Source: an optimization exercise on an open RTL-to-GDS flow (aim: small area and a short achievable clock period). Production flows keep margins and buffers that such runs may drop. Function was not checked in any run shown here: the RTL went through the layout flow alone. Power figures rest on the tool's default switching activity, not on a simulated workload.

### design/flow/design.v
module alu(sum, cout, T, N, cin);
   parameter l=16;
   input [l-1:0] T, N;
   input cin;
   output [l-1:0] sum;
   output cout;
   wire [l:0] g0 = { T & N, cin };
   wire [l:0] p0 = { T ^ N, 1'b0 };
   reg [l:0] g, p;
   integer i, d;
   always @(g0 or p0) begin
      g = g0; p = p0;
      for(d = 1; d < l+1; d = d * 2)
         for(i = 2*d-1; i < l+1; i = i + 2*d) begin
            g[i] = g[i] | (p[i] & g[i-d]);
            p[i] = p[i] & p[i-d];
         end
      for(d = 8; d >= 1; d = d / 2)
         for(i = 3*d-1; i < l+1; i = i + 2*d) begin
            g[i] = g[i] | (p[i] & g[i-d]);
            p[i] = p[i] & p[i-d];
         end
   end
   assign sum = p0[l:1] ^ g[l-1:0];
   assign cout = g[l];
endmodule  
module stack(clk, sp, push, in, out);
   parameter dep=4, l=16;
   input clk, push;
   input [dep-1:0] sp;
   input [l-1:0] in;
   output [l-1:0] out;
   localparam n = 1 << dep;
   wire [n-1:0] sel = { {n-1{1'b0}}, 1'b1 } << sp;
   wire [n*l-1:0] all;
   genvar k, b;
   generate for(k=0; k<n; k=k+1) begin : e
      reg [l-1:0] m;
      wire we = push & sel[(k+1) % n];
      wire [l-1:0] d;
      wire hw = ~we;
      for(b=0; b<l; b=b+4) begin : h
         keep4 h(.in(in[b +: 4]), .q(m[b +: 4]), .we(we), .hw(hw), .y(d[b +: 4]));
      end
      always @(posedge clk)
         m <= d;
      for(b=0; b<l; b=b+1) begin : t
         assign all[b*n+k] = m[b];
      end
   end endgenerate
   generate for(b=0; b<l; b=b+1) begin : r
      mux16oh rm(.d(all[b*n +: n]), .s(sel), .y(out[b]));
   end endgenerate
endmodule  
module keep4(in, q, we, hw, y);
   input [3:0] in, q;
   input we, hw;
   output [3:0] y;
   assign y = in & {4{we}} | q & {4{hw}};
endmodule
module mux16oh(d, s, y);
   input [15:0] d, s;
   output y;
   wire [5:0] t;
   aoi222 a0(.a1(d[0]), .a2(s[0]), .b1(d[1]), .b2(s[1]), .c1(d[2]), .c2(s[2]), .y(t[0]));
   aoi222 a1(.a1(d[3]), .a2(s[3]), .b1(d[4]), .b2(s[4]), .c1(d[5]), .c2(s[5]), .y(t[1]));
   aoi222 a2(.a1(d[6]), .a2(s[6]), .b1(d[7]), .b2(s[7]), .c1(d[8]), .c2(s[8]), .y(t[2]));
   aoi222 a3(.a1(d[9]), .a2(s[9]), .b1(d[10]), .b2(s[10]), .c1(d[11]), .c2(s[11]), .y(t[3]));
   aoi222 a4(.a1(d[12]), .a2(s[12]), .b1(d[13]), .b2(s[13]), .c1(d[14]), .c2(s[14]), .y(t[4]));
   assign t[5] = ~(d[15] & s[15]);
   nand6 o(.a(t), .y(y));
endmodule
module aoi222(a1, a2, b1, b2, c1, c2, y);
   input a1, a2, b1, b2, c1, c2;
   output y;
   assign y = ~(a1 & a2 | b1 & b2 | c1 & c2);
endmodule
module nand6(a, y);
   input [5:0] a;
   output y;
   assign y = ~&a;
endmodule
module ao8(d, s, y);
   input [7:0] d, s;
   output y;
   wire [2:0] t;
   aoi222 a0(.a1(d[0]), .a2(s[0]), .b1(d[1]), .b2(s[1]), .c1(d[2]), .c2(s[2]), .y(t[0]));
   aoi222 a1(.a1(d[3]), .a2(s[3]), .b1(d[4]), .b2(s[4]), .c1(d[5]), .c2(s[5]), .y(t[1]));
   assign t[2] = ~(d[6] & s[6] | d[7] & s[7]);
   assign y = ~&t;
endmodule
module ao7(d, s, y);
   input [6:0] d, s;
   output y;
   wire [2:0] t;
   aoi222 a0(.a1(d[0]), .a2(s[0]), .b1(d[1]), .b2(s[1]), .c1(d[2]), .c2(s[2]), .y(t[0]));
   aoi222 a1(.a1(d[3]), .a2(s[3]), .b1(d[4]), .b2(s[4]), .c1(d[5]), .c2(s[5]), .y(t[1]));
   assign t[2] = ~(d[6] & s[6]);
   assign y = ~&t;
endmodule
module ao7p1(d, s, xn, y);
   input [6:0] d, s;
   input xn;
   output y;
   wire [3:0] t;
   aoi222 a0(.a1(d[0]), .a2(s[0]), .b1(d[1]), .b2(s[1]), .c1(d[2]), .c2(s[2]), .y(t[0]));
   aoi222 a1(.a1(d[3]), .a2(s[3]), .b1(d[4]), .b2(s[4]), .c1(d[5]), .c2(s[5]), .y(t[1]));
   assign t[2] = ~(d[6] & s[6]);
   assign t[3] = xn;
   assign y = ~&t;
endmodule
module ao3(d, s, y);
   input [2:0] d, s;
   output y;
   wire t;
   aoi222 a0(.a1(d[0]), .a2(s[0]), .b1(d[1]), .b2(s[1]), .c1(d[2]), .c2(s[2]), .y(t));
   assign y = ~t;
endmodule
module ao8g(d, s, en_n, y);
   input [7:0] d, s;
   input en_n;
   output y;
   wire [3:0] t;
   assign t[0] = ~(d[0] & s[0] | d[1] & s[1]);
   assign t[1] = ~(d[2] & s[2] | d[3] & s[3]);
   assign t[2] = ~(d[4] & s[4] | d[5] & s[5]);
   assign t[3] = ~(d[6] & s[6] | d[7] & s[7]);
   assign y = ~(&t | en_n);
endmodule
module deceq(a, y);
   parameter K = 0;
   input [2:0] a;
   output y;
   assign y = (a == K);
endmodule
module lut4(t, n, l, y);
   input t, n;
   input [3:0] l;
   output y;
   assign y = t ? (n ? l[3] : l[2]) : (n ? l[1] : l[0]);
endmodule
module cpu(clk, run, nreset, addr, rd, wr, data, dataout,
           dr, dw, daddr, din, dout, bp);
   parameter rstaddr=16'h3FFE, l=16, sdep=4, rdep=4;
   input clk, run, nreset;
   output [l-1:0] addr;
   output rd;
   output [1:0] wr;
   input  [l-1:0] data;
   output [l-1:0] dataout;
   input [2:0] daddr;
   input dr, dw;
   input [l-1:0] din, bp;
   output [l-1:0] dout;
   reg [sdep-1:0] sp;
   reg [rdep-1:0] rp;
   reg [l-1:0] T, I, P, R;
   reg [1:0] state;
   reg c;
   wire s0 = (state == 2'b00);
   wire s1 = (state == 2'b01);
   wire s3 = (state == 2'b11);
   reg [4:0] slot;
   wire fcall = s0 & data[15];           
   wire op_exec = (slot == 5'b00001);
   wire op_call = fcall | op_exec;
   wire op_jmp  = (slot == 5'b00010);
   wire op_ret  = (slot == 5'b00011);
   wire op_cond = (slot[4:2] == 3'b001);
   wire op_com  = (slot == 5'b01001);
   wire op_mul  = (slot == 5'b01110);
   wire op_div  = (slot == 5'b01111);
   wire op_alu  = (slot[4:3] == 2'b01) & ~slot[0] & ~(slot[2] & slot[1])
                | (slot == 5'b01011) | (slot == 5'b01101);
   wire access  = (slot[4:3] == 2'b10);
   wire op_minc = access & ~slot[1];     
   wire op_ld   = access & slot[1];      
   wire op_lit  = access & slot[1] & slot[0];
   wire op_st   = access & ~slot[1] & ~slot[0];
   wire op_nip  = (slot == 5'b11000);
   wire op_drop = (slot == 5'b11001);
   wire op_over = (slot == 5'b11010);
   wire op_dup  = (slot == 5'b11011);
   wire op_tor  = (slot == 5'b11100);
   wire op_rfrom= (slot == 5'b11110);
   wire bop = (slot[4:2] == 3'b101);    
   assign rd = s0 | (access & (slot[1:0] != 2'b00));
   assign wr = op_st ? { ~slot[2] | ~T[0], ~slot[2] | T[0] } : 2'b00;
   wire addrsel = access & (slot[1:0] != 2'b11);
   assign addr = addrsel ? T : P;
   wire bswap = bop ^ addr[0];
   wire [l-1:0] incaddr = addr + { bop ? 2'b01 : 2'b10 };
   wire [l-1:0] dataw = { bop ? 8'h00 : (bswap ? data[7:0] : data[15:8]),
                     bswap ? data[15:8] : data[7:0] };
   wire [l-1:0] N, toR;
   assign dataout = bswap ? { N[7:0], N[l-1:8] } : N;
   wire dbg = ~run;
   wire dw0 = dbg & dw & (daddr == 3'h0);
   wire dw1 = dbg & dw & (daddr == 3'h1);
   wire tos2n = ~rd | (slot[1:0] == 2'b11);
   wire [l-1:0] toN = tos2n ? T : dataw;
   wire dpush = (access & (slot[1:0] != 2'b00)) |
                (slot[4] & slot[3] & slot[1]) | dw0;
   wire rpush = (fcall & run) | op_exec | op_tor | dw1;
   stack #(sdep,l) dstack(.clk(clk), .sp(sp), .push(dpush),
                          .in(toN), .out(N));
   stack #(rdep,l) rstack(.clk(clk), .sp(rp), .push(rpush),
                          .in(R), .out(toR));
   wire [sdep-1:0] spdec = sp - 1'b1;
   wire [sdep-1:0] spinc = sp + 1'b1;
   wire [rdep-1:0] rpdec = rp - 1'b1;
   wire [rdep-1:0] rpinc = rp + 1'b1;
   wire cin = slot[0] & (c | slot[1]);
   wire [l-1:0] sum;
   wire cout;
   alu #(l) alu16(.sum(sum), .cout(cout), .T(T), .N(N), .cin(cin));
   wire zero = ~|T;
   wire cond = (slot[1] ? c : zero) ^ slot[0];
   wire k = c | (slot[0] & cout);
   wire [l-1:0] u = k ? sum : T;
   reg [l-1:0] jmp;
   always @(state or I or P or T or data)
      case(state)
        2'b00: jmp = { data[14:0], 1'b0 };
        2'b01: jmp = { P[15:11], I[9:0], 1'b0 };
        2'b10: jmp = { P[15:6], I[4:0], 1'b0 };
        2'b11: jmp = { T[15:1], 1'b0 };
      endcase
   wire [1:0] nextstate = (op_call | op_jmp | op_ret | op_cond) ?
                          2'b00 : state + 2'b01;
   wire drop3 = (op_call | op_jmp) & s3;
   wire dwa = dbg & dw;
   wire dra = dbg & dr;
   wire p_inc = run & ((s0 & ~fcall) | op_lit);
   wire p_jmp = run & (op_call | op_jmp | (op_cond & cond));
   wire p_ret = run & op_ret;
   wire p_din = dwa & (daddr == 3'h4);
   wire p_hold = ~(p_inc | p_jmp | p_ret | p_din);
   wire pj0 = p_jmp & s0;
   wire pj3 = p_jmp & s3;
   wire [l-1:0] P_n;
   genvar b;
   generate for(b=0; b<l; b=b+1) begin : pn
      if(b == 0) begin : z
         ao3 g(.d({ din[0], P[0], incaddr[0] }),
               .s({ p_din, p_hold, p_inc }), .y(P_n[0]));
      end else begin : nz
         wire selp = p_hold | (p_jmp & ((b >= 11) & s1 | (b >= 6) & ~s0 & ~s1 & ~s3));
         wire seli = p_jmp & ((b <= 10) & s1 | (b <= 5) & ~s0 & ~s1 & ~s3);
         ao7 g(.d({ din[b], R[b], I[b-1], P[b], T[b], data[b-1], incaddr[b] }),
               .s({ p_din, p_ret, seli, selp, pj3, pj0, p_inc }), .y(P_n[b]));
      end
   end endgenerate
   wire i_data = run & s0;
   wire i_din = dwa & (daddr == 3'h7);
   wire i_hold = ~(i_data | i_din);
   wire [l-1:0] I_n;
   generate for(b=0; b<l; b=b+1) begin : in_
      ao3 g(.d({ I[b], din[b], data[b] }), .s({ i_hold, i_din, i_data }),
            .y(I_n[b]));
   end endgenerate
   wire t_n    = run & (drop3 | op_cond | op_drop | op_over | op_tor);
   wire t_com  = run & op_com;
   wire t_xor  = run & (slot == 5'b01000);
   wire t_and  = run & (slot == 5'b01010);
   wire t_or   = run & (slot == 5'b01011);
   wire t_add  = run & (slot[4:1] == 4'b0110);
   wire t_mul  = run & op_mul;
   wire t_div  = run & op_div;
   wire t_inc  = run & op_minc & ~s1;
   wire t_ld   = run & op_ld;
   wire t_r    = run & op_rfrom;
   wire t_din  = dwa & ((daddr == 3'h0) | (daddr == 3'h5));
   wire t_hold = ~(t_n | t_com | t_xor | t_and | t_or | t_add | t_mul |
                   t_div | t_inc | t_ld | t_r | t_din);
   wire [3:0] lut = { t_hold | t_n | t_and | t_or,
                      t_hold | t_xor | t_or,
                      t_com | t_n | t_xor | t_or,
                      t_com };
   wire [l-1:0] T_n;
   generate for(b=0; b<l; b=b+1) begin : tn
      wire tln;
      lut4 f(.t(T[b]), .n(N[b]), .l(~lut), .y(tln));
      wire mu = (b == l-1) ? k & cout : u[(b+1) % l];
      wire dv = (b == 0) ? R[l-1] : u[(b+l-1) % l];
      ao7p1 g(.d({ din[b], R[b], dataw[b], incaddr[b], dv, mu, sum[b] }),
              .s({ t_din, t_r, t_ld, t_inc, t_div, t_mul, t_add }),
              .xn(tln), .y(T_n[b]));
   end endgenerate
   wire r_call = run & op_call;
   wire r_pop  = run & (op_ret | op_rfrom);
   wire r_mul  = run & op_mul;
   wire r_div  = run & op_div;
   wire r_t    = run & op_tor;
   wire r_din  = dwa & ((daddr == 3'h1) | (daddr == 3'h6));
   wire r_hold = ~(r_call | r_pop | r_mul | r_div | r_t | r_din);
   wire rc0 = r_call & s0;
   wire rc1 = r_call & ~s0;
   wire [l-1:0] R_n;
   generate for(b=0; b<l; b=b+1) begin : rn
      if(b == 0) begin : z
         ao7 g(.d({ R[0], din[0], T[0], k, R[1], toR[0], c }),
               .s({ r_hold, r_din, r_t, r_div, r_mul, r_pop, r_call }),
               .y(R_n[0]));
      end else begin : nz
         wire mr = (b == l-1) ? u[0] : R[(b+1) % l];
         ao8 g(.d({ R[b], din[b], T[b], R[b-1], mr, toR[b], P[b], incaddr[b] }),
               .s({ r_hold, r_din, r_t, r_div, r_mul, r_pop, rc1, rc0 }),
               .y(R_n[b]));
      end
   end endgenerate
   reg c_n;
   always @(*) begin
      c_n = c;
      if(run) begin
         if(op_call) c_n = 1'b0;
         if(op_ret | op_mul) c_n = R[0];
         if(op_com) c_n = 1'b1;
         if(op_div) c_n = u[l-1];
         if(op_alu & slot[2]) c_n = cout;
      end else if(dw && daddr == 3'h3)
         c_n = din[10];
   end
   wire sp_dec = run ? ((access & slot[0]) | op_over | op_dup | op_rfrom)
                     : (dw & (daddr == 3'h0) & ~(dr & (daddr == 3'h0)));
   wire sp_inc = run ? (op_st | drop3 | op_cond | op_alu | op_nip |
                        op_drop | op_tor)
                     : (dr & (daddr == 3'h0));
   wire sp_din = dwa & (daddr == 3'h3);
   reg [sdep-1:0] sp_n;
   always @(*)
      if(sp_din) sp_n = din[sdep+3:4];
      else if(sp_dec) sp_n = spdec;
      else if(sp_inc) sp_n = spinc;
      else sp_n = sp;
   wire rp_dec = run ? (op_call | op_tor)
                     : (dw & (daddr == 3'h1) & ~(dr & (daddr == 3'h1)));
   wire rp_inc = run ? (op_ret | op_rfrom) : (dr & (daddr == 3'h1));
   reg [rdep-1:0] rp_n;
   always @(*)
      if(sp_din) rp_n = din[rdep-1:0];
      else if(rp_dec) rp_n = rpdec;
      else if(rp_inc) rp_n = rpinc;
      else rp_n = rp;
   wire [1:0] state_n = run ? nextstate :
                        (dwa & (daddr == 3'h3)) ? din[9:8] : state;
   reg [4:0] slot_n;
   always @(state_n or I_n)
      case(state_n)
        2'b00: slot_n = 5'b00000;
        2'b01: slot_n = I_n[14:10];
        2'b10: slot_n = I_n[9:5];
        2'b11: slot_n = I_n[4:0];
      endcase
   wire dsel_n = ~dr | run;
   wire [7:0] da;
   generate for(b=0; b<8; b=b+1) begin : dsel
      deceq #(b) d(.a(daddr), .y(da[b]));
   end endgenerate
   wire [l-1:0] st = { run, 4'h0, c, state, {4-sdep{1'b0}}, sp,
                  {4-rdep{1'b0}}, rp };
   generate for(b=0; b<l; b=b+1) begin : dbg_rd
      ao8g dm(.d({ I[b], R[b], T[b], P[b], st[b], bp[b], toR[b], N[b] }),
                .s(da), .en_n(dsel_n), .y(dout[b]));
   end endgenerate
   always @(posedge clk or negedge nreset)
      if(!nreset) begin
         state <= 2'b11;
         P <= rstaddr;
         T <= 16'h0000;
         I <= 16'h0000;
         R <= 16'h0000;
         c <= 1'b0;
         sp <= 0;
         rp <= 0;
         slot <= 5'b00000;
      end else begin
         state <= state_n;
         P <= P_n;
         T <= T_n;
         I <= I_n;
         R <= R_n;
         c <= c_n;
         sp <= sp_n;
         rp <= rp_n;
         slot <= slot_n;
      end
endmodule  
module b16_core(clk, nreset, run, addr, rd, wr, data, dataout,
                dr, dw, daddr, din, bp, dout);
   input         clk, nreset, run;
   output [15:0] addr;
   output        rd;
   output [1:0]  wr;
   input  [15:0] data;
   output [15:0] dataout;
   input         dr, dw;
   input  [2:0]  daddr;
   input  [15:0] din, bp;
   output [15:0] dout;
   cpu b16(.clk(clk), .run(run), .nreset(nreset),
           .addr(addr), .rd(rd), .wr(wr), .data(data),
           .dataout(dataout),
           .dr(dr), .dw(dw), .daddr(daddr), .din(din), .dout(dout),
           .bp(bp));
endmodule
### design/flow/flow/run.sh
#!/bin/bash
cp standard.sh standard_sh.txt
export SETUP_SLACK_MARGIN=7.3
export CTS_ARGS="-sink_clustering_enable -repair_clock_nets -dont_use_dummy_load -sink_clustering_size 20 -sink_clustering_max_diameter 100 -buf_list {sky130_fd_sc_hd__clkbuf_8 sky130_fd_sc_hd__clkbuf_16}"
export BUFFER_PORTS_ARGS="-buffer_cell sky130_fd_sc_hd__buf_1"
bash standard.sh > standard.log 2>&1
### design/flow/standard.sh
#!/bin/bash
# synth_recipe.tcl (not shown) runs the flow's synth.tcl, then flattens the netlist and writes it again
# the make line also repeats each setting of config.mk as NAME=value (left out here)
make -C /OpenROAD-flow-scripts/flow DESIGN_CONFIG=/design/flow/config.mk WORK_HOME=/design/flow/orfs CLKGATE_MAP_FILE= SYNTH_SCRIPT=/design/flow/synth_recipe.tcl "${@:-finish}"
### design/flow/config.mk
export PLATFORM = sky130hd
export DESIGN_NAME = b16_core
export DESIGN_NICKNAME = b16_core
export VERILOG_FILES = /design/flow/design.v
export SDC_FILE = /design/flow/constraint.sdc
export NUM_CORES = 4
export LEC_CHECK = 0
export CAP_MARGIN = 20
export CORE_MARGIN = 2
export CORE_UTILIZATION = 45
export SLEW_MARGIN = 20
export SYNTH_HIERARCHICAL = 1
### design/flow/constraint.sdc
create_clock -name core_clock -period 14.0 [get_ports {clk}]
set_input_delay 2.8000 -clock core_clock [delete_from_list [all_inputs] [get_ports {clk}]]
set_output_delay 2.8000 -clock core_clock [all_outputs]
set_load 0.01 [all_outputs]
==> metrics.cfg, run 1 <==
[sta]
grt_setup_unrepaired = yes
layout_setup_ws_ps = 7110
layout_worst_path_cycle_share_pct = 49.2
hold_violations = 0
final.setup_skew_ps = 49.8
fmax_ghz = 0.145
final.setup.tns_ps = 0
slew-limit-headroom_pct = 17.8
setup_violations = 0
slew_violations = 0
holdWs_ps = 474
worst_pin_slew_ps = 1220
post-route-min-period_ps = 6890

[synth]
synth_area_per_cell_um2 = 11.1
post_synthesis_cell_area_mm2 = 0.0260
synth_enable_flop_cells = 0
number_of_synthesized_register_bits = 592
synth-async-reset-ratio_pct = 13.5
ys_types = 71
synthesis.instances = 2344
synth_top_area_share_pct = 39.4
synth-seq-area-share_pct = 47.2
synth_ff_type = sky130_fd_sc_hd__dfxtp_1
synthesis.yosys.warnings = 9
synth_top_cell_by_area = sky130_fd_sc_hd__dfxtp_1
netlist_top_cells_area = sky130_fd_sc_hd__dfxtp_1, sky130_fd_sc_hd__a22o_1, sky130_fd_sc_hd__a222oi_1

[detailed_routing]
met3_wirelength_um = 14300
drt_first_iter_violations = 4675
route.final.wire_length_um = 112000
detail_route.wl_per_cell_um = 33.4
drt_drc_violations_left = 0
route.antenna.remaining_nets = 0
top_metal_used = met5
wl_met1_um = 45600
drt_first_pass_iters = 15
vias = 24979
routed-wl-met2_um = 45800
viasPerCell = 7.44

[final_layout]
finish.utilization_pct = 52.1
synthToLayoutAreaGrowth_pct = 15.0
fillerInstances = 5155
final_cells = 3357
final_cell_area_mm2 = 0.0299
post_route_cells_drive_above_1_share_pct = 14.9
nNetsFinal = 2683

[cts]
cts-root-to-sink-buffers = 3
cts_root_buf = sky130_fd_sc_hd__clkbuf_16
cts_tree = built
cts-buffers-inserted = 37
cts_hold_bufs = 0
clock_insertion_delay_worst_skew_ps = 590
clock_tree.htree_level_count = 2
cts_num_sinks = 592
cts.reportedPaths.clkPinSlew_ps = 80

[grt]
first_pass_grt_wire_length_um = 163000
via_count_of_the_first_global_routing_pass = 23581
grt_overflow = 0
global_route.usage.total_pct = 36.2
grt_start_max_net_pins = 52
number_of_antenna_violations_at_the_first_check_in_global_routing = 3

[outcome]
status = finished clean

[critical_path]
worst-path-max-fanout = 10
cp.arrival_ps = 4090
worst_path_dominant_cell_family = buffers and inverters
slowest_delay_ps = 320
setup.worst_path.class = in2out
cp_cell_sequence = buf_12 -> nor3b_4 -> buf_6 -> a22oi_2 -> a41oi_2 -> buf_2
cp_slowest_cell = sky130_fd_sc_hd__a41oi_2
startpoint_type = input port
critPathBufInv = 3
crit_path_capture_type = primary output
worstPathRequired_ps = 11200

[placement]
dp.cells = 3273
gp_congestion = 1.00
standard_cell_area_after_detailed_placement_mm2 = 0.0279
post-place-ws_ps = 6170
post-dp-hpwl_um = 73200
buffer_ports.inserted = 106

[floorplanning]
placement_rows = 88
coreArea_mm2 = 0.0574
die-height_um = 244
dieArea_mm2 = 0.0597
horiz_die_dim_um = 244
initial_utilization_pct = 45.3
floorplan.io_pins = 107

[run]
cap_viol_max_count = 0

[power_and_ir_drop]
p_leak_nw = 11.5
totalPowerFinal_mw = 7.16
peakVddDrop_mv = 0.149
power_density_mw_per_mm2 = 240

[worst_hold_path]
worst_hold_path_type = reg2reg

cell type report:
type,count,area (um^2),share of cell area (%)
antenna,3,7.51,0.0251
clock buffer,37,926,3.10
inverter,69,263,0.879
multi-input combinational,1653,13800,46.1
sequential,592,12300,41.1
tap,765,957,3.20
timing repair buffer,238,1690,5.65
per-module statistics from Yosys, one instance, submodules excluded, excerpt:
| module | cell area [um^2] | times used | flip-flops and latches |
|---|---|---|---|
| cpu | 4930 | 1 | 80 |
| lut4 | 22.5 | 16 | 0 |
| ao8g | 38.8 | 16 | 0 |
| ao8 | 12.5 | 15 | 0 |
| nand6 | 13.8 | 32 | 0 |
| mux16oh | 3.75 | 32 | 0 |
| ao7 | 8.76 | 16 | 0 |
synth_stat cells (16+ instances only):
| library cell | instances |
|---|---|
| sky130_fd_sc_hd__ha_1 | 24 |
| sky130_fd_sc_hd__a21oi_1 | 24 |
| sky130_fd_sc_hd__a22oi_1 | 80 |
| sky130_fd_sc_hd__nand4_1 | 19 |
| sky130_fd_sc_hd__nor2_1 | 99 |
| sky130_fd_sc_hd__o21ai_0 | 23 |
| sky130_fd_sc_hd__a41oi_1 | 17 |
| sky130_fd_sc_hd__nand3_1 | 86 |
| sky130_fd_sc_hd__nand2b_1 | 21 |
| sky130_fd_sc_hd__a22o_1 | 513 |
| sky130_fd_sc_hd__nand2_1 | 147 |
| sky130_fd_sc_hd__inv_1 | 69 |
| sky130_fd_sc_hd__mux2_2 | 60 |
| sky130_fd_sc_hd__and4_1 | 32 |
| sky130_fd_sc_hd__nor3_1 | 23 |
| sky130_fd_sc_hd__a222oi_1 | 273 |
| sky130_fd_sc_hd__dfxtp_1 | 512 |
| sky130_fd_sc_hd__dfrtp_1 | 65 |
| sky130_fd_sc_hd__mux4_2 | 16 |
| sky130_fd_sc_hd__mux2i_1 | 24 |
logic make-up (layout without fill, tap and decap cells):
group / count (synthesis) / in the layout / synth area share (%)
adder cells (fa/ha/maj): 36 / 36 / 2.08
multiplexers: 100 / 100 / 4.91
other: 1 / 12 / 0.0144
AND/OR/NAND/NOR: 499 / 500 / 9.87
XOR/XNOR: 28 / 28 / 0.944
flip-flops: 592 / 592 / 47.2
buffers and inverters: 108 / 344 / 1.77
AO/OA/AOI/OAI: 980 / 980 / 33.2
timing repair:
item | in CTS | in global routing
pin swaps | 22 | 9
endpoints found under the setup margin | 32 | 32
setup buffers | 27 | 11
cloned | 5 | 1
gates resized for setup | 114 | 17
final timing paths:
path / end / start / slack (ps) / cells past startpoint
setup reg to reg: b16.T[11] / b16.sp[3] / 7900 / 17
min in group asynchronous: b16.slot[1] / nreset / 2190 / 1
setup / recovery: dout[14] / daddr[2] / 7110 / 6
max in group asynchronous: b16.R[10] / nreset / 10620 / 2
hold / removal: b16.dstack.e[14].m[5] / b16.dstack.e[14].m[5] / 470 / 1
hold reg to reg: b16.dstack.e[14].m[5] / b16.dstack.e[14].m[5] / 470 / 1
layer usage:
metal / track usage, % / vias to the layer above
met5: 0 / -
met4: 18.7 / 4
met3: 9.49 / 330
met2: 50.0 / 1907
met1: 51.7 / 12338
li1: - / 10400
state kept, by name (all words and copies together) (netlist names):
signal / count
b16.R: 16
b16.P: 16
b16.I: 16
b16.rp: 4
b16.slot: 5
b16.T: 16
b16.rstack.e.m: 256
b16.sp: 4
b16.c: 1
b16.dstack.e.m: 256
b16.state: 2
placed cells by master, fill, tap and decap left out, types with 20 or more instances in the layout:
| cell | Yosys | layout |
|---|---|---|
| sky130_fd_sc_hd__and4_1 | 32 | 32 |
| sky130_fd_sc_hd__inv_1 | 69 | 68 |
| sky130_fd_sc_hd__a22oi_2 | 0 | 30 |
| sky130_fd_sc_hd__a21oi_1 | 24 | 23 |
| sky130_fd_sc_hd__clkbuf_16 | 0 | 38 |
| sky130_fd_sc_hd__nand2_1 | 147 | 145 |
| sky130_fd_sc_hd__mux2i_1 | 24 | 24 |
| sky130_fd_sc_hd__nand2b_1 | 21 | 20 |
| sky130_fd_sc_hd__dfxtp_1 | 512 | 512 |
| sky130_fd_sc_hd__nor2_1 | 99 | 87 |
| sky130_fd_sc_hd__buf_4 | 4 | 111 |
| sky130_fd_sc_hd__a22oi_1 | 80 | 50 |
| sky130_fd_sc_hd__nand3_1 | 86 | 76 |
| sky130_fd_sc_hd__mux2_2 | 60 | 60 |
| sky130_fd_sc_hd__ha_1 | 24 | 24 |
| sky130_fd_sc_hd__a22o_1 | 513 | 513 |
| sky130_fd_sc_hd__o21ai_0 | 23 | 21 |
| sky130_fd_sc_hd__buf_1 | 3 | 87 |
| sky130_fd_sc_hd__a222oi_1 | 273 | 273 |
| sky130_fd_sc_hd__dfrtp_1 | 65 | 61 |
power breakdown:
| part | switching, mW | internal [mW] | leakage (nW) | total (mW) |
|---|---|---|---|---|
| combinational | 1.93 | 1.11 | 5.88 | 3.04 |
| clock | 0.582 | 0.472 | 0.456 | 1.05 |
| sequential | 0.683 | 2.38 | 5.16 | 3.06 |
==> run 2: changes to the inputs <==
--- a/design/flow/design.v
+++ b/design/flow/design.v
@@ -118,5 +118,4 @@
 endmodule
-module ao8g(d, s, en_n, y);
+module ao8n(d, s, y);
    input [7:0] d, s;
-   input en_n;
    output y;
@@ -127,9 +126,10 @@
    assign t[3] = ~(d[6] & s[6] | d[7] & s[7]);
-   assign y = ~(&t | en_n);
+   assign y = ~&t;
 endmodule
-module deceq(a, y);
+module deceq(a, en, y);
    parameter K = 0;
    input [2:0] a;
+   input en;
    output y;
-   assign y = (a == K);
+   assign y = en & (a == K);
 endmodule
@@ -354,6 +354,6 @@
       endcase
-   wire dsel_n = ~dr | run;
+   wire dren = dr & ~run;
    wire [7:0] da;
    generate for(b=0; b<8; b=b+1) begin : dsel
-      deceq #(b) d(.a(daddr), .y(da[b]));
+      deceq #(b) d(.a(daddr), .en(dren), .y(da[b]));
    end endgenerate
@@ -362,4 +362,4 @@
    generate for(b=0; b<l; b=b+1) begin : dbg_rd
-      ao8g dm(.d({ I[b], R[b], T[b], P[b], st[b], bp[b], toR[b], N[b] }),
-                .s(da), .en_n(dsel_n), .y(dout[b]));
+      ao8n dm(.d({ I[b], R[b], T[b], P[b], st[b], bp[b], toR[b], N[b] }),
+                .s(da), .y(dout[b]));
    end endgenerate
==> design/flow/flow/run.sh (replaced) <==
#!/bin/bash
cp standard.sh standard_sh.txt
export SETUP_SLACK_MARGIN=7.6
export CTS_ARGS="-sink_clustering_enable -repair_clock_nets -dont_use_dummy_load -sink_clustering_size 22 -sink_clustering_max_diameter 105 -buf_list {sky130_fd_sc_hd__clkbuf_8 sky130_fd_sc_hd__clkbuf_16}"
export BUFFER_PORTS_ARGS="-buffer_cell sky130_fd_sc_hd__buf_1"
bash standard.sh > standard.log 2>&1
--- a/design/flow/config.mk
+++ b/design/flow/config.mk
@@ -8,2 +8,3 @@
 export CAP_MARGIN = 20
+export CELL_PAD_IN_SITES_DETAIL_PLACEMENT = 1
 export CORE_MARGIN = 2
==> metrics.cfg, run 2 <==
[outcome]
status = finished clean

[grt]
grt_overflow = 0
grt_start_max_net_pins = 47
number_of_antenna_violations_at_the_first_check_in_global_routing = 4
global_route.usage.total_pct = 39.0
first_pass_grt_wire_length_um = 175000
via_count_of_the_first_global_routing_pass = 25132

[sta]
worst_pin_slew_ps = 1160
setup_violations = 0
final.setup_skew_ps = 39.8
layout_worst_path_cycle_share_pct = 51.0
grt_setup_unrepaired = yes
fmax_ghz = 0.140
slew-limit-headroom_pct = 22.7
final.setup.tns_ps = 0
slew_violations = 0
post-route-min-period_ps = 7150
hold_violations = 0

[detailed_routing]
route.antenna.remaining_nets = 0
vias = 25544
route.final.wire_length_um = 120000
detail_route.wl_per_cell_um = 36.0
drt_drc_violations_left = 0
viasPerCell = 7.65
drt_first_iter_violations = 4461
drt_first_pass_iters = 15

[floorplanning]
coreArea_mm2 = 0.0574
floorplan.io_pins = 107
placement_rows = 88
initial_utilization_pct = 45.3
dieArea_mm2 = 0.0597
horiz_die_dim_um = 244
die-height_um = 244

[critical_path]
timing.rr.start = b16.sp[2]
startpoint_type = input port
cp_cell_sequence = buf_8 -> buf_12 -> inv_12 -> nand2_8 -> inv_8 -> buf_6 -> and4bb_4 -> buf_12 -> a22oi_2 -> nand4_1 -> buf_2
crit_path_capture_type = primary output
worst_path_dominant_cell_family = buffers and inverters
worstPathRequired_ps = 11200
cp.arrival_ps = 4350
rrSetupSlack_ps = 8210
worst-path-max-fanout = 7
path_common_cell = sky130_fd_sc_hd__buf_12
cp_slowest_cell = sky130_fd_sc_hd__nand4_1
critPathBufInv = 7
rr_worst_depth = 20
critical_path.reg2reg.endpoint = b16.c
setup.worst_path.class = in2out
slowest_delay_ps = 300

[final_layout]
mostFrequentLayoutCells = sky130_fd_sc_hd__a22o_1, sky130_fd_sc_hd__dfxtp_1, sky130_fd_sc_hd__a222oi_1
synthToLayoutAreaGrowth_pct = 14.4
finish.utilization_pct = 51.8
layout_commonest_cell = sky130_fd_sc_hd__a22o_1
nNetsFinal = 2670
fillerInstances = 6161
post_route_cells_drive_above_1_share_pct = 15.6
layout_top_registers = b16.dstack.e.m x256, b16.rstack.e.m x256
final_cell_area_mm2 = 0.0297
num_antenna_cells = 0

[cts]
clock_tree.htree_level_count = 1
cts.reportedPaths.clkPinSlew_ps = 90
cts_hold_bufs = 0
cts_num_sinks = 592
clock_insertion_delay_worst_skew_ps = 630
cts_root_buf = sky130_fd_sc_hd__clkbuf_16
cts-buffers-inserted = 31
cts_tree = built
cts-root-to-sink-buffers = 3

[synth]
number_of_synthesized_register_bits = 592
synth_top_area_share_pct = 39.4
synth_ff_type = sky130_fd_sc_hd__dfxtp_1
post_synthesis_cell_area_mm2 = 0.0260
ys_types = 79
synth-async-reset-ratio_pct = 13.5
synth_enable_flop_cells = 0
post_synth_most_frequent_cells = sky130_fd_sc_hd__a22o_1, sky130_fd_sc_hd__dfxtp_1, sky130_fd_sc_hd__a222oi_1
synthesis.instances = 2335
synthesis.yosys.warnings = 9
netlist_top_cells_area = sky130_fd_sc_hd__dfxtp_1, sky130_fd_sc_hd__a22o_1, sky130_fd_sc_hd__a222oi_1
synth_area_per_cell_um2 = 11.1
yosysMostFrequentCell = sky130_fd_sc_hd__a22o_1
synth-seq-area-share_pct = 47.2
synth_top_cell_by_area = sky130_fd_sc_hd__dfxtp_1

[placement]
post-dp-hpwl_um = 79600
standard_cell_area_after_detailed_placement_mm2 = 0.0280
gp_congestion = 1.04
buffer_ports.inserted = 106

[run]
cap_viol_max_count = 0

[worst_hold_path]
worst_hold_path_type = reg2reg
min_path_cells = 1
hp-start = b16.rstack.e[1].m[1]
hold-path-endpoint = b16.rstack.e[1].m[1]

[power_and_ir_drop]
power_density_mw_per_mm2 = 238
peakVddDrop_mv = 0.144
p_leak_nw = 11.6

-- run 2: cell types whose count changed in the layout (fill, tap and decap cells not counted), moves of 7 or more --
cell                        delta
sky130_fd_sc_hd__xor2_1        -7
sky130_fd_sc_hd__buf_4         +8
sky130_fd_sc_hd__clkbuf_16     -7
sky130_fd_sc_hd__o211ai_1      -8
sky130_fd_sc_hd__nand2_1      -12
sky130_fd_sc_hd__nand3_4       +9
sky130_fd_sc_hd__inv_1         -7
sky130_fd_sc_hd__nand3_1       -8
sky130_fd_sc_hd__a41oi_2      -16
sky130_fd_sc_hd__nand4_1      +19
-- run 2: metrics by stage --
step           power, mW  hold WS (ps)  cells  setup slack, ps
2_1_floorplan       4.51           439   2343             7260
3_3_place_gp        5.72           451   3269             6310
3_5_place_dp        5.85           454   3269             6240
4_1_cts             6.85           480   3327             6940
5_1_grt             7.29           494   3341             6850
6_report            7.06           478   3341             6850
-- run 2: modules after synthesis (local to each module, per instance), excerpt --
module	area (um^2)	cells inside
ao8n	36.3	5
cpu	4960	498
ao3	3.75	1
keep4	35.0	4
ao8	12.5	2
lut4	22.5	1
aoi222	10.0	1
ao7p1	10.0	2
nand6	13.8	2
ao7	8.76	2
mux16oh	3.75	1
-- run 2: cell type report --
| cell class | count | area [um^2] | area share (%) |
|---|---|---|---|
| Inverter | 64 | 262 | 0.880 |
| Timing Repair Buffer | 241 | 1650 | 5.55 |
| Sequential cell | 592 | 12300 | 41.3 |
| Tap cell | 765 | 957 | 3.22 |
| Multi-Input combinational cell | 1648 | 13800 | 46.4 |
| Clock buffer | 31 | 776 | 2.61 |
-- run 2: how the worst max path moves through the flow --
stage | startpoint | endpoint | slack [ps] | cells after the start
floorplan | run | dout[0] | 7260 | 7
global placement | run | dout[11] | 6310 | 9
detailed placement | run | dout[12] | 6240 | 9
CTS | run | dout[14] | 6940 | 11
global route | run | dout[10] | 6850 | 11
finish | run | dout[10] | 6850 | 11
-- run 2: cell families after synthesis --
group,Yosys count,share of synthesized area (%)
XOR/XNOR,27,0.910
multiplexers,98,4.85
AO/OA/AOI/OAI,972,32.9
adder cells (fa/ha/maj),36,2.08
buffers and inverters,103,1.75
other,1,0.0144
flip-flops,592,47.2
AND/OR/NAND/NOR,506,10.3
-- run 2: per-layer routing --
metal | global-route usage (%) | vias up | routed length (um)
li1 | - | 10367 | -
met3 | 9.24 | 434 | 14200
met5 | 0 | - | 13
met4 | 18.8 | 2 | 7680
met1 | 53.5 | 12934 | 47700
met2 | 57.6 | 1807 | 50600
-- run 2: timing repair --
item / CTS / global route
pin swaps: 35 / 22
endpoints found under the hold margin: 0 / 0
setup endpoints to repair: 33 / 32
setup buffers: 24 / 12
gates cloned: 3 / 0
gates resized for setup: 108 / 26
-- run 2: power breakdown --
group / internal, mW / switching [mW]
Combinational: 1.11 / 2.07
Clock: 0.393 / 0.556
Sequential: 2.32 / 0.609
-- run 2: worst reg2reg max path: stages (launching register included) --
cell,delay (ps)
sky130_fd_sc_hd__dfrtp_4,590
sky130_fd_sc_hd__nand2b_2,340
sky130_fd_sc_hd__nor2_2,660
sky130_fd_sc_hd__a222oi_1,180
sky130_fd_sc_hd__and4_1,290
sky130_fd_sc_hd__nand3_4,250
sky130_fd_sc_hd__inv_1,120
sky130_fd_sc_hd__fa_1,470
sky130_fd_sc_hd__nand2b_1,190
sky130_fd_sc_hd__a21oi_2,190
sky130_fd_sc_hd__o21ai_2,120
sky130_fd_sc_hd__a32o_1,260
sky130_fd_sc_hd__fa_1,370
sky130_fd_sc_hd__inv_1,120
sky130_fd_sc_hd__a21oi_1,90
sky130_fd_sc_hd__buf_4,240
sky130_fd_sc_hd__mux2_2,340
sky130_fd_sc_hd__or3_1,320
sky130_fd_sc_hd__a31oi_1,180
sky130_fd_sc_hd__a21oi_1,80
sky130_fd_sc_hd__mux2_2,270
==> run 3: changes to the inputs <==
--- a/design/flow/design.v
+++ b/design/flow/design.v
@@ -118,18 +118,19 @@
 endmodule
-module ao8n(d, s, y);
+module ao8g(d, s, en_n, y);
    input [7:0] d, s;
+   input en_n;
    output y;
-   wire [3:0] t;
-   assign t[0] = ~(d[0] & s[0] | d[1] & s[1]);
-   assign t[1] = ~(d[2] & s[2] | d[3] & s[3]);
-   assign t[2] = ~(d[4] & s[4] | d[5] & s[5]);
-   assign t[3] = ~(d[6] & s[6] | d[7] & s[7]);
-   assign y = ~&t;
+   wire [2:0] t;
+   aoi222 a0(.a1(d[0]), .a2(s[0]), .b1(d[1]), .b2(s[1]), .c1(d[2]), .c2(s[2]), .y(t[0]));
+   aoi222 a1(.a1(d[3]), .a2(s[3]), .b1(d[4]), .b2(s[4]), .c1(d[5]), .c2(s[5]), .y(t[1]));
+   assign t[2] = ~(d[6] & s[6] | d[7] & s[7]);
+   assign y = ~(&t | en_n);
 endmodule
-module deceq(a, en, y);
-   parameter K = 0;
+module dec8(a, dr, run, y, en_n);
    input [2:0] a;
-   input en;
-   output y;
-   assign y = en & (a == K);
+   input dr, run;
+   output [7:0] y;
+   output en_n;
+   assign y = 8'b1 << a;
+   assign en_n = ~dr | run;
 endmodule
@@ -354,7 +355,6 @@
       endcase
-   wire dren = dr & ~run;
-   wire [7:0] da;
-   generate for(b=0; b<8; b=b+1) begin : dsel
-      deceq #(b) d(.a(daddr), .en(dren), .y(da[b]));
-   end endgenerate
+   wire [1:0] dsel_n;
+   wire [7:0] da [0:1];
+   dec8 dd0(.a(daddr), .dr(dr), .run(run), .y(da[0]), .en_n(dsel_n[0]));
+   dec8 dd1(.a(daddr), .dr(dr), .run(run), .y(da[1]), .en_n(dsel_n[1]));
    wire [l-1:0] st = { run, 4'h0, c, state, {4-sdep{1'b0}}, sp,
@@ -362,4 +362,4 @@
    generate for(b=0; b<l; b=b+1) begin : dbg_rd
-      ao8n dm(.d({ I[b], R[b], T[b], P[b], st[b], bp[b], toR[b], N[b] }),
-                .s(da), .y(dout[b]));
+      ao8g dm(.d({ I[b], R[b], T[b], P[b], st[b], bp[b], toR[b], N[b] }),
+                .s(da[b/8]), .en_n(dsel_n[b/8]), .y(dout[b]));
    end endgenerate
--- a/design/flow/flow/run.sh
+++ b/design/flow/flow/run.sh
@@ -2,3 +2,3 @@
 cp standard.sh standard_sh.txt
-export SETUP_SLACK_MARGIN=7.6
+export SETUP_SLACK_MARGIN=7.5
 export CTS_ARGS="-sink_clustering_enable -repair_clock_nets -dont_use_dummy_load -sink_clustering_size 22 -sink_clustering_max_diameter 105 -buf_list {sky130_fd_sc_hd__clkbuf_8 sky130_fd_sc_hd__clkbuf_16}"
--- a/design/flow/config.mk
+++ b/design/flow/config.mk
@@ -7,3 +7,3 @@
 export LEC_CHECK = 0
-export CAP_MARGIN = 20
+export CAP_MARGIN = 10
 export CELL_PAD_IN_SITES_DETAIL_PLACEMENT = 1
@@ -11,3 +11,3 @@
 export CORE_UTILIZATION = 45
-export SLEW_MARGIN = 20
+export SLEW_MARGIN = 10
 export SYNTH_HIERARCHICAL = 1
==> metrics.cfg, run 3 <==
[critical_path]
cp_cell_sequence = buf_16 -> and3b_2 -> a222oi_1 -> a31oi_1 -> buf_2
crit_path_capture_type = primary output
critPathBufInv = 2
worst-path-max-fanout = 8
cp_slowest_cell = sky130_fd_sc_hd__a222oi_1
worst_path_dominant_cell_family = compound AO/OA/AOI/OAI gates
cp.arrival_ps = 4120
worstPathRequired_ps = 11200
timing.rr.start = b16.sp[2]
startpoint_type = input port
slowest_delay_ps = 490
setup.worst_path.class = in2out
timing.critical_path.from = daddr[1]

[sta]
hold_violations = 0
grt_setup_unrepaired = yes
slew_violations = 0
layout_setup_ws_ps = 7080
final.setup_skew_ps = 27.0
fmax_ghz = 0.145
worst_pin_slew_ps = 1310
post-route-min-period_ps = 6920
setup_violations = 0
slew-limit-headroom_pct = 12.4
holdWs_ps = 478
layout_worst_path_cycle_share_pct = 49.4
final.setup.tns_ps = 0

[floorplanning]
initial_utilization_pct = 45.2
coreArea_mm2 = 0.0574
horiz_die_dim_um = 244
floorplan.io_pins = 107
placement_rows = 88
die-height_um = 244
dieArea_mm2 = 0.0596

[synth]
post_synth_most_frequent_cells = sky130_fd_sc_hd__a22o_1, sky130_fd_sc_hd__dfxtp_1, sky130_fd_sc_hd__a222oi_1
synth_top_area_share_pct = 39.5
synth_ff_type = sky130_fd_sc_hd__dfxtp_1
yosysMostFrequentCell = sky130_fd_sc_hd__a22o_1
post_synthesis_cell_area_mm2 = 0.0260
synth-seq-area-share_pct = 47.3
synth_enable_flop_cells = 0
synth-async-reset-ratio_pct = 13.5
synth_area_per_cell_um2 = 11.2
synthesis.instances = 2322
ys_types = 75
number_of_synthesized_register_bits = 592
netlist_top_cells_area = sky130_fd_sc_hd__dfxtp_1, sky130_fd_sc_hd__a22o_1, sky130_fd_sc_hd__a222oi_1
synth_top_cell_by_area = sky130_fd_sc_hd__dfxtp_1
synthesis.yosys.warnings = 9

[final_layout]
nNetsFinal = 2640
synthToLayoutAreaGrowth_pct = 13.5
final_cell_area_mm2 = 0.0295
post_route_cells_drive_above_1_share_pct = 13.6
mostFrequentLayoutCells = sky130_fd_sc_hd__a22o_1, sky130_fd_sc_hd__dfxtp_1, sky130_fd_sc_hd__a222oi_1
layout_commonest_cell = sky130_fd_sc_hd__a22o_1
layout_top_registers = b16.dstack.e.m x256, b16.rstack.e.m x256

[power_and_ir_drop]
power_density_mw_per_mm2 = 237
p_leak_nw = 11.4
peakVddDrop_mv = 0.147
totalPowerFinal_mw = 6.98

[detailed_routing]
vias = 25140
drt_drc_violations_left = 0
drt_first_pass_iters = 14
route.final.wire_length_um = 117000
detail_route.wl_per_cell_um = 35.3
route.antenna.remaining_nets = 0
drt_first_iter_violations = 4435
viasPerCell = 7.59

[worst_hold_path]
worst_hold_path_type = reg2reg
hp-start = b16.dstack.e[1].m[9]

[placement]
post-dp-hpwl_um = 79500
post-place-ws_ps = 6270
buffer_ports.inserted = 106
standard_cell_area_after_detailed_placement_mm2 = 0.0279
gp_congestion = 1.02

[cts]
cts_num_sinks = 592
cts_hold_bufs = 0
cts-buffers-inserted = 31
cts.reportedPaths.clkPinSlew_ps = 90
clock_tree.htree_level_count = 1
cts-root-to-sink-buffers = 3
cts_tree = built
cts_root_buf = sky130_fd_sc_hd__clkbuf_16
clock_insertion_delay_worst_skew_ps = 630

[grt]
first_pass_grt_wire_length_um = 172000
global_route.usage.total_pct = 38.1
grt_overflow = 0
via_count_of_the_first_global_routing_pass = 24722
number_of_antenna_violations_at_the_first_check_in_global_routing = 2
grt_start_max_net_pins = 59

[outcome]
status = finished clean

[run]
cap_viol_max_count = 0

==> run 3: changes by cell type after synthesis, sizes merged, moves of 6 or more <==
| cell | before | now |
|---|---|---|
| nor3 | 28 | 22 |
| o22ai | 8 | 2 |
| nand4 | 39 | 19 |
| a222oi | 272 | 304 |
| xnor2 | 19 | 12 |
| nor3b | 3 | 16 |
| a31oi | 8 | 22 |
| a22oi | 80 | 31 |
| xor2 | 8 | 14 |
==> run 3: metal layers <==
layer | global-route usage, % | share of wire [%] | up-vias
li1 | - | - | 10325
met1 | 51.5 | 40 | 12924
met2 | 57.5 | 44 | 1579
met3 | 10.5 | 12 | 310
met4 | 15.5 | 4.7 | 2
met5 | 0 | 0.017 | -
==> run 3: cells by family after synthesis <==
family | synth area share, %
AOI/OAI and AO/OA | 33.1
DFF | 47.3
and+or+nand+nor | 10.0
muxes | 5.05
buffers and inverters | 1.60
adders and majority gates | 2.08
xor gates and xnor gates | 0.877
other | 0.0144
==> run 3: worst paths after layout <==
path	end	slack, ps	cells after the start
worst min register to register	b16.dstack.e[1].m[9]	480	1
min in group asynchronous	b16.I[3]	2080	1
worst min-delay path	b16.dstack.e[1].m[9]	480	1
max in group asynchronous	b16.rp[1]	10630	2
worst max register to register	b16.c	8100	18
worst max-delay path	dout[3]	7080	5
==> run 3: area by class of cell <==
cell class	count	area, um^2
fill	6122	27900
tap	765	957
antenna	1	2.50
multi-input combinational	1642	13600
clock buffer	31	776
inverter	58	218
sequential	592	12300
timing repair buffer	223	1590
==> run 3: repair_timing <==
item	in CTS	in global routing
endpoints found under the setup margin	46	32
buffers inserted	13	5
pin swaps	22	30
resized for setup	71	38
gates cloned	5	1
==> run 3: power breakdown <==
group	total [mW]	leakage (nW)	internal (mW)	switching (mW)
registers	2.90	5.14	2.31	0.591
logic	3.13	5.90	1.10	2.03
clock network	0.950	0.382	0.393	0.557
==> run 3: through the flow <==
stage               instances  util, %
global placement         3254     48.7
CTS                      3303     51.0
global route             3311     51.3
finish                   3312     51.3
detailed placement       3254     48.7
floorplan                2330        -
==> run 3: worst register-to-register path, stage by stage (launching register included) <==
cell and delay, ps:
sky130_fd_sc_hd__dfrtp_4 610, sky130_fd_sc_hd__or2_1 400, sky130_fd_sc_hd__nor3_4 650, sky130_fd_sc_hd__a222oi_1 340, sky130_fd_sc_hd__nand3_2 310, sky130_fd_sc_hd__inv_1 110
sky130_fd_sc_hd__fa_1 470, sky130_fd_sc_hd__nand2b_1 190, sky130_fd_sc_hd__a21oi_1 420, sky130_fd_sc_hd__o211ai_1 210, sky130_fd_sc_hd__a21o_1 210, sky130_fd_sc_hd__fa_1 370
sky130_fd_sc_hd__inv_1 200, sky130_fd_sc_hd__a21oi_2 80, sky130_fd_sc_hd__buf_4 240, sky130_fd_sc_hd__mux2_2 380, sky130_fd_sc_hd__o221ai_1 190, sky130_fd_sc_hd__a31oi_1 120
sky130_fd_sc_hd__mux2_2 290
==> run 3: Yosys stat by module (local to each module, per instance), a selection <==
| module | cells | copies in the design | flops+latches |
|---|---|---|---|
| ao8 | 2 | 15 | 0 |
| mux16oh | 1 | 32 | 0 |
| ao7p1 | 2 | 16 | 0 |
| ao8g | 2 | 16 | 0 |
| ao3 | 1 | 17 | 0 |
| ao7 | 2 | 16 | 0 |
| cpu | 493 | 1 | 80 |
| keep4 | 4 | 128 | 0 |
| nand6 | 2 | 32 | 0 |
| lut4 | 1 | 16 | 0 |
| aoi222 | 1 | 303 | 0 |
| dec8 | 9 | 2 | 0 |

## separate check: timing with driven ports
The results above use ideal ports. As a check the final layouts listed here were re-extracted and re-timed, cells and wires unchanged. Step 1 assumes that a clkbuf_16 drives the clock port and a buf_2 every other input. Step 2, shift: input delay + t, output delay - t, t = (earliest + latest rising clock arrival at the registers) / 2. This alone moves slack from input paths to output paths. Slacks: no drivers / after step 1 / after step 2; pairs: no drivers / after step 1.
run | t (ns) | slack for setup (ns) | worst hold slack (ns)
run 1 | 0.633 | 7.107 / 7.009 / 7.009 | 0.474 / 0.474 / 0.474
run 2 | 0.680 | 6.854 / 6.793 / 6.793 | 0.478 / 0.478 / 0.478
run 3 | 0.683 | 7.082 / 6.877 / 6.877 | 0.478 / 0.478 / 0.478
After both steps setup and hold are still met in every run listed. The setup slack of run 3, which loses most, moves by -0.205 ns with the drivers and by -0.205 ns with both steps.
